From an optimization exercise on the open Yosys and OpenROAD flow, aimed at small area, a short achievable clock period and few clock cycles per item; shortcuts taken in it are not production practice.
For this run, only the layout was checked, not whether the RTL still works.

$ cat flow/constraint.sdc
create_clock -name core_clock -period 6.0 [get_ports {clk}]
set_input_delay 1.2000 -clock core_clock [delete_from_list [all_inputs] [get_ports {clk}]]
set_output_delay 1.2000 -clock core_clock [all_outputs]
set_load 0.01 [all_outputs]
$ cat flow/flow/run.sh
#!/bin/bash
# The standard layout (standard.sh) with these changes:
#  - port buffers are buf_1 cells instead of the flow's default pick
#    (clkdlybuf4s50_1, a slow delay cell);
#  - synthesis is the standard flow's script, except that
#    - Yosys's full/half adder extraction runs only inside the fa_cell and
#      ha_cell modules, so the final adder is left to abc as plain gates (the
#      extracted fa_1/ha_1 cells are slow on its carry path);
#    - the adders use Yosys's default carry-lookahead map, not ORFS's
#      Kogge-Stone one (abc makes them smaller and as fast from it);
#    - abc maps the top module with ORFS's abc_area.script (it builds the
#      final adder from fast NAND gates) and the small cell modules with the
#      default abc_speed.script (which keeps the history muxes as a22o).
#  - clock tree synthesis inserts no dummy loads (they only add area here).
#  Registers are untouched.
set -euo pipefail
W=$(pwd)
export BUFFER_PORTS_ARGS="-buffer_cell sky130_fd_sc_hd__buf_1"
# ORFS's clock tree settings (as config.mk would set them), without dummy loads
export CTS_ARGS="-sink_clustering_enable -repair_clock_nets -sink_clustering_size 30 -buf_list sky130_fd_sc_hd__clkbuf_8 -dont_use_dummy_load"
sed -e 's|extract_fa {\*}\[dont_use_extract_fa_args\]|extract_fa {*}[dont_use_extract_fa_args] fa_cell ha_cell|' \
    -e 's|"-extra-map \$::env(FLOW_HOME)/platforms/common/lcu_kogge_stone.v"|""|' \
    -e 's|^  log_cmd abc {\*}\$abc_args$|  log_cmd abc {*}$abc_args fir_top %n\n  log_cmd abc {*}[lreplace $abc_args 1 1 $::env(SCRIPTS_DIR)/abc_area.script] fir_top|' \
    "$FLOW_HOME/scripts/synth.tcl" > "$W/flow_synth_core.tcl"
grep -q 'dont_use_extract_fa_args\] fa_cell ha_cell' "$W/flow_synth_core.tcl"
! grep -q 'lcu_kogge_stone' "$W/flow_synth_core.tcl"
grep -q 'abc_area.script\] fir_top' "$W/flow_synth_core.tcl"
sed "s|source \$::env(SCRIPTS_DIR)/synth.tcl|source $W/flow_synth_core.tcl|" synth_recipe.tcl > "$W/flow_synth.tcl"
grep -q "flow_synth_core.tcl" "$W/flow_synth.tcl"
sed "s|SYNTH_SCRIPT=[^ ]*|SYNTH_SCRIPT=$W/flow_synth.tcl|" standard.sh > "$W/flow_standard.sh"
grep -q "SYNTH_SCRIPT=$W/flow_synth.tcl" "$W/flow_standard.sh"
bash "$W/flow_standard.sh" > "$W/standard.log" 2>&1
$ cat flow/standard.sh
#!/bin/bash
# synth_recipe.tcl (not shown) runs the flow's synth.tcl, then flattens the netlist and writes it again
# the make line also repeats each setting of config.mk as NAME=value (left out here)
make -C /OpenROAD-flow-scripts/flow DESIGN_CONFIG=/design/flow/config.mk WORK_HOME=/design/flow/orfs CLKGATE_MAP_FILE= SYNTH_SCRIPT=/design/flow/synth_recipe.tcl "${@:-finish}"
$ cat flow/config.mk
export PLATFORM = sky130hd
export DESIGN_NAME = fir_top
export DESIGN_NICKNAME = fir_top
export VERILOG_FILES = /design/flow/design.v
export SDC_FILE = /design/flow/constraint.sdc
export NUM_CORES = 4
export LEC_CHECK = 0
export CAP_MARGIN = 20
export CORE_MARGIN = 2
export CORE_UTILIZATION = 40
export CTS_BUF_LIST = sky130_fd_sc_hd__clkbuf_8
export CTS_CLUSTER_SIZE = 30
export SETUP_SLACK_MARGIN = 3.8
export SLEW_MARGIN = 20
export SYNTH_HIERARCHICAL = 1
$ cat flow/design.v
module fa_cell (input wire a, input wire b, input wire c, output wire s, output wire co);
    assign s  = a ^ b ^ c;
    assign co = (a & b) | (a & c) | (b & c);
endmodule
module ha_cell (input wire a, input wire b, output wire s, output wire co);
    assign s  = a ^ b;
    assign co = a & b;
endmodule
module hold_cell (input wire ld, input wire hd, input wire d, input wire q, output wire o);
    assign o = (ld & d) | (hd & q);
endmodule
module hold1_cell (input wire ld, input wire hd, input wire r, input wire d, input wire q, output wire o);
    assign o = (ld & d) | (hd & q) | r;
endmodule
module fir_top #(
    parameter K  = 8,
    parameter DW = 8,
    parameter CW = 8
)(
    input  wire clk,
    input  wire rst,
    input  wire start,
    input  wire signed [DW-1:0] x_in,
    output wire signed [DW+CW+$clog2(K):0] y_out,
    output wire data_valid
);
    reg [7:0] u1, u2, u3, u4, u5, u6;
    reg [10:0] w;
    reg [10:0] r;
    reg [11:0] y;
    reg dv;
    wire [7:0] u_in = {~x_in[7], x_in[6:0]};
    wire [7:0] u6n = ~u6;                     
    wire s1, c1;
    fa_cell u_fa1 (.a(u5[1]), .b(u6[0]), .c(u6[2]), .s(s1), .co(c1));
    wire s2, c2;
    fa_cell u_fa2 (.a(u5[2]), .b(u6[1]), .c(u6[3]), .s(s2), .co(c2));
    wire s3, c3;
    fa_cell u_fa3 (.a(u5[3]), .b(u6[2]), .c(u6[4]), .s(s3), .co(c3));
    wire s4, c4;
    fa_cell u_fa4 (.a(u5[4]), .b(u6[3]), .c(u6[5]), .s(s4), .co(c4));
    wire s5, c5;
    fa_cell u_fa5 (.a(u5[5]), .b(u6[4]), .c(u6[6]), .s(s5), .co(c5));
    wire s6, c6;
    fa_cell u_fa6 (.a(u5[6]), .b(u6[5]), .c(u6[7]), .s(s6), .co(c6));
    wire s7, c7;
    ha_cell u_ha7 (.a(u5[7]), .b(u6[6]), .s(s7), .co(c7));
    wire [10:0] wr0 = {1'b0, u6[7], s7, s6, s5, s4, s3, s2, s1, u5[0], u6[0]};
    wire [10:0] wr1 = {1'b0, c7, c6, c5, c4, c3, c2, c1, 1'b0, u6[1], 1'b0};
    wire s8, c8;
    fa_cell u_fa8 (.a(r[0]), .b(u1[0]), .c(u6n[0]), .s(s8), .co(c8));
    wire s9, c9;
    fa_cell u_fa9 (.a(r[1]), .b(u1[1]), .c(u6n[1]), .s(s9), .co(c9));
    wire s10, c10;
    fa_cell u_fa10 (.a(r[2]), .b(u1[2]), .c(u6n[2]), .s(s10), .co(c10));
    wire s11, c11;
    fa_cell u_fa11 (.a(r[3]), .b(u1[3]), .c(u6n[3]), .s(s11), .co(c11));
    wire s12, c12;
    fa_cell u_fa12 (.a(r[4]), .b(u1[4]), .c(u6n[4]), .s(s12), .co(c12));
    wire s13, c13;
    fa_cell u_fa13 (.a(r[5]), .b(u1[5]), .c(u6n[5]), .s(s13), .co(c13));
    wire s14, c14;
    fa_cell u_fa14 (.a(r[6]), .b(u1[6]), .c(u6n[6]), .s(s14), .co(c14));
    wire s15, c15;
    fa_cell u_fa15 (.a(r[7]), .b(u1[7]), .c(u6n[7]), .s(s15), .co(c15));
    wire [10:0] rr0 = {r[10], r[9], r[8], s15, s14, s13, s12, s11, s10, s9, s8};
    wire [10:0] rr1 = {1'b0, 1'b0, c15, c14, c13, c12, c11, c10, c9, c8, 1'b0};
    wire [10:0] w_nx = wr0 + wr1;             
    wire [10:0] r_nx = rr0 + rr1 + 11'd1793;  
    wire ld = start & ~rst;
    wire hd = ~start & ~rst;
    wire ldr = dv & ~rst;
    wire hdr = ~dv & ~rst;
    wire [69:0] st   = {r, w, u6, u5, u4, u3, u2, u1};
    wire [69:0] sin  = {r_nx, w_nx, u5, u4, u3, u2, u1, u_in};
    wire [69:0] sld  = {{11{ldr}}, {59{ld}}};
    wire [69:0] shd  = {{11{hdr}}, {59{hd}}};
    localparam [69:0] RST1 = {11'd640, 11'd896, {6{8'h80}}};
    wire [69:0] snx;
    genvar gi;
    generate
        for (gi = 0; gi < 70; gi = gi + 1) begin : g_st
            if (RST1[gi]) begin : g_one
                hold1_cell u_h (.ld(sld[gi]), .hd(shd[gi]), .r(rst), .d(sin[gi]), .q(st[gi]), .o(snx[gi]));
            end else begin : g_zero
                hold_cell u_h (.ld(sld[gi]), .hd(shd[gi]), .d(sin[gi]), .q(st[gi]), .o(snx[gi]));
            end
        end
    endgenerate
    always @(posedge clk)
        {r, w, u6, u5, u4, u3, u2, u1} <= snx;
    wire [11:0] ra = {1'b0, r};
    wire [11:0] rb = {1'b0, w};
    wire [11:0] uu = {2'b00, u_in, 2'b00};
    wire [11:0] sx = ra ^ rb;
    wire [11:0] sg = ra & rb;
    wire [11:0] so = ra | rb;
    wire [11:0] ss = sx ^ uu;
    wire [11:0] sk = sg | (uu & so);
    wire [11:0] s  = ss + {sk[10:0], 1'b0};
    always @(posedge clk)
        y <= {~s[11], s[10:0]};
    always @(posedge clk or posedge rst) begin
        if (rst) dv <= 1'b0;
        else     dv <= start;
    end
    assign y_out = {{8{y[11]}}, y};
    assign data_valid = dv;
endmodule
==> flow_summary.yaml <==
status:
  status: "no timing/DRC/antenna violations"
setup_path:
  start_kind: "flop"
  cp_max_fo: 4
  worstPathArrival_ns: 2.62
  setup.worst_path.start: "u6[1]$_DFF_P_"
  critPathRequiredTime_ns: 6.24
  r2r-start: "u6[1]$_DFF_P_"
  path_class: "reg -> reg"
  crit_path_end_kind: "flop"
finish:
  n_antenna_cell: 0
  syn2layout_area_growth_pct: 17.06
  final_common_cell: "nand2_1"
  final_cell_mix: "125 x nand2_1, 68 x inv_1, 67 x dfxtp_1"
  fin_nets: 611
  layout-drive-gt1-share: 0.2024
power_and_ir_drop:
  leakagePower_nw: 2.428
  power_mw: 1.699
  peakVddDrop_mv: 0.1309
  p_per_area_mw_per_mm2: 338.9
yosys:
  syn_inst: 533
  synth_warnings: 7
  ys_types: 31
  netlist_area_sq_mm: 0.004283
  synth_xor_area_frac: 0.05317
  avgSynthCellArea_sq_um: 8.035
  synthAdderAreaFrac: 0.06836
  synth.mux.area_fraction: 0
  synth_top_family_by_area: "simple AND/OR/NAND/NOR gates"
  synth_compound_area_frac: 0.1759
  synth-seq-area-share: 0.3891
  synth_top_cell_area_share: 0.3833
  syn_nets: 559
  synth-simple-area-share: 0.2328
  synthTopCellsByArea: "dfxtp_1 38%, nand2_1 12%, a22o_1 12%, fa_1 6.5%, inv_1 6.4%"
  synth_area_leader_cell: "dfxtp_1"
  ys_ff_latch: 83
grt:
  grt_pass1_vias: 3251
  grt_max_degree: 60
  antenna_found_initial: 0
  gr-total-overflow: 0
  grtUsageTotal: 0.1571
  grt_pass1_wl_mm: 14.39
  grt-busiest-layer: "met2"
  grtUsageMet3: 0.03329
  use_met2: 0.2550
  grtUsageMet1: 0.2064
die:
  core_sq_mm: 0.01037
  start_util: 0.4130
  dieArea_sq_mm: 0.01155
  io_pins: 32
  die_h_um: 107.5
  rows: 37
  fp.dieW_um: 107.5
run:
  maxCapViolations: 0
timing:
  finalCriticalPeriod_ns: 2.386
  slew-limit-headroom: 0.5507
  fin_setup_tns_ns: 0
  rsz0062_at_grt: "true"
  hold_viol: 0
  tightest_slew_ns: 0.6714
  setup_viol: 0
  clock-skew-final_ns: 0.04145
  max_freq_ghz: 0.4191
  drv_slew: 0
  finalCritPeriodShare: 0.3977
route:
  wl_mm: 8.690
  drtAntennaViolNets: 0
  avgViaCountPerCell: 4.914
  vias: 3533
  first_pass_iters: 4
  drt_iter0_markers: 166
  drc: 0
  wl_per_cell_um: 12.09
cts:
  root_buffer: "clkbuf_8"
  clk_latency_ns: 0.36
  cts_buffers: 9
  cts_buffer_depth: 2
  htree_levels: 3
  path_clk_slew_ns: 0.10
  clkSinkCount: 83
  cts_tree: "built"
placed_design:
  gp_congestion: 0.8192
  hpwl_mm: 6.021
  io_buffers: 31
hold_path:
  holdCritPathClass: "reg -> reg"
  worstHoldStart: "u4[4]$_DFF_P_"
==> per-module statistics from Yosys (local to each module, per instance) <==
| module | cells | cell area, sq um | times used | flip-flops and latches |
|---|---|---|---|---|
| fa_cell | 1 | 20.02 | 14 | 0 |
| fir_top | 448 | 3363 | 1 | 83 |
| ha_cell | 1 | 12.51 | 1 | 0 |
| hold1_cell | 1 | 10.01 | 11 | 0 |
| hold_cell | 1 | 8.758 | 59 | 0 |
==> synth_stat cells (all sizes together) <==
cell type / instances
a21boi: 1
a21o: 1
a21oi: 8
a221o: 11
a22o: 59
buf: 8
dfrtp: 1
dfxtp: 82
fa: 14
ha: 1
inv: 76
nand2: 150
nand3: 23
nand3b: 2
nand4: 1
nor2: 49
nor3: 3
o2111ai: 1
o21ai: 11
or2: 5
xnor2: 5
xor2: 21
==> cell families after synthesis <==
| kind of cell | after synthesis |
|---|---|
| AO/OA/AOI/OAI | 92 |
| XOR/XNOR | 26 |
| adder cells (fa/ha/maj) | 15 |
| buffers and inverters | 84 |
| flip-flops | 83 |
| AND/OR/NAND/NOR | 233 |
==> per-stage QoR <==
stage / hold slack (ns) / util / std cells / setup slack, ns / instance area, sq um
after floorplan: 0.4399 / - / 533 / 3.772 / 4318
after global placement: 0.4521 / 0.4397 / 694 / 3.316 / 4559
after detailed placement: 0.4556 / 0.4397 / 694 / 3.295 / 4559
after CTS: 0.4751 / 0.4660 / 713 / 3.612 / 4832
after global routing: 0.4932 / 0.4835 / 719 / 3.455 / 5014
final: 0.4760 / 0.4835 / 719 / 3.614 / 5014
==> report_power, final <==
part           switching, mW  total [mW]  internal, mW
logic                  0.424       0.714         0.289
clock network          0.180       0.314         0.134
registers             0.0555       0.671         0.616
total                  0.660        1.70          1.04
==> path summary, 6_finish.rpt <==
check / to / cells past startpoint / slack (ns)
min in group asynchronous: dv$_DFF_PP0_ / 2 / 0.84
min reg2reg: u4[4]$_DFF_P_ / 1 / 0.48
min: u4[4]$_DFF_P_ / 1 / 0.48
max: r[9]$_DFF_P_ / 16 / 3.61
max reg2reg: r[9]$_DFF_P_ / 16 / 3.61
max in group asynchronous: dv$_DFF_PP0_ / 2 / 5.06
==> final cells by class <==
| class | count | area [sq um] |
|---|---|---|
| tap | 136 | 170.2 |
| inverter | 76 | 297.8 |
| timing repair buffer | 49 | 276.5 |
| clock buffer | 9 | 123.9 |
| multi-input combinational | 366 | 2440 |
| sequential | 83 | 1705 |
| fill | 1016 | 5356 |
==> state kept, by name, indices dropped and copies added, names as in the netlist <==
name / cells
y: 12
u4: 8
u2: 8
w: 11
u3: 8
u1: 8
r: 11
u5: 8
dv: 1
u6: 8
==> critical path, stage by stage (launching register included) <==
cell and delay (ns):
dfxtp_4 0.37, inv_2 0.03, fa_1 0.44, or2_1 0.24, nand2_1 0.08, nor2_2 0.04
nor2_1 0.11, nor2_2 0.06, nand2_1 0.06, nand2_2 0.08, nand3_2 0.08, nand2_2 0.08
nand2_1 0.09, nand2_1 0.06, nand2_1 0.07, nand2_1 0.06, a221o_1 0.31
==> timing repair <==
| item | 4_1_cts | 5_1_grt |
|---|---|---|
| pin swaps | 12 | 17 |
| endpoints found under the hold margin | 0 | 0 |
| endpoints found under the setup margin | 42 | 46 |
| buffers inserted | 10 | 6 |
| hold buffers | 0 | 0 |
| resized for setup | 27 | 51 |
==> per-layer routing <==
| layer | up-vias | wire length (um) |
|---|---|---|
| li1 | 1843 | - |
| met1 | 1638 | 4344 |
| met2 | 40 | 3985 |
| met3 | 12 | 219 |
| met4 | 0 | 142 |
| met5 | - | 0 |

separate check: timing with driven ports:
Ports are ideal in the flow. The routed layout listed here was re-timed in OpenROAD.
Step 1 sets driving cells, clkbuf_16 on the clock port and buf_2 on the other inputs (assumed; they add their load-dependent delay and slew).
Step 2, shift: input delay + t, output delay - t, t = (earliest + latest rising clock arrival at the registers) / 2. This alone moves slack from input paths to output paths.
Three values: no drivers, after step 1, after step 2; two values: the first two.
t (ns): 0.378
setup slack, ns: 3.614 / 3.614 / 3.542
hold slack, ns: 0.476 / 0.476 / 0.476
After both steps setup and hold are still met in this run. The setup slack of this run moves by 0.000 ns with the drivers and by -0.072 ns with both steps.
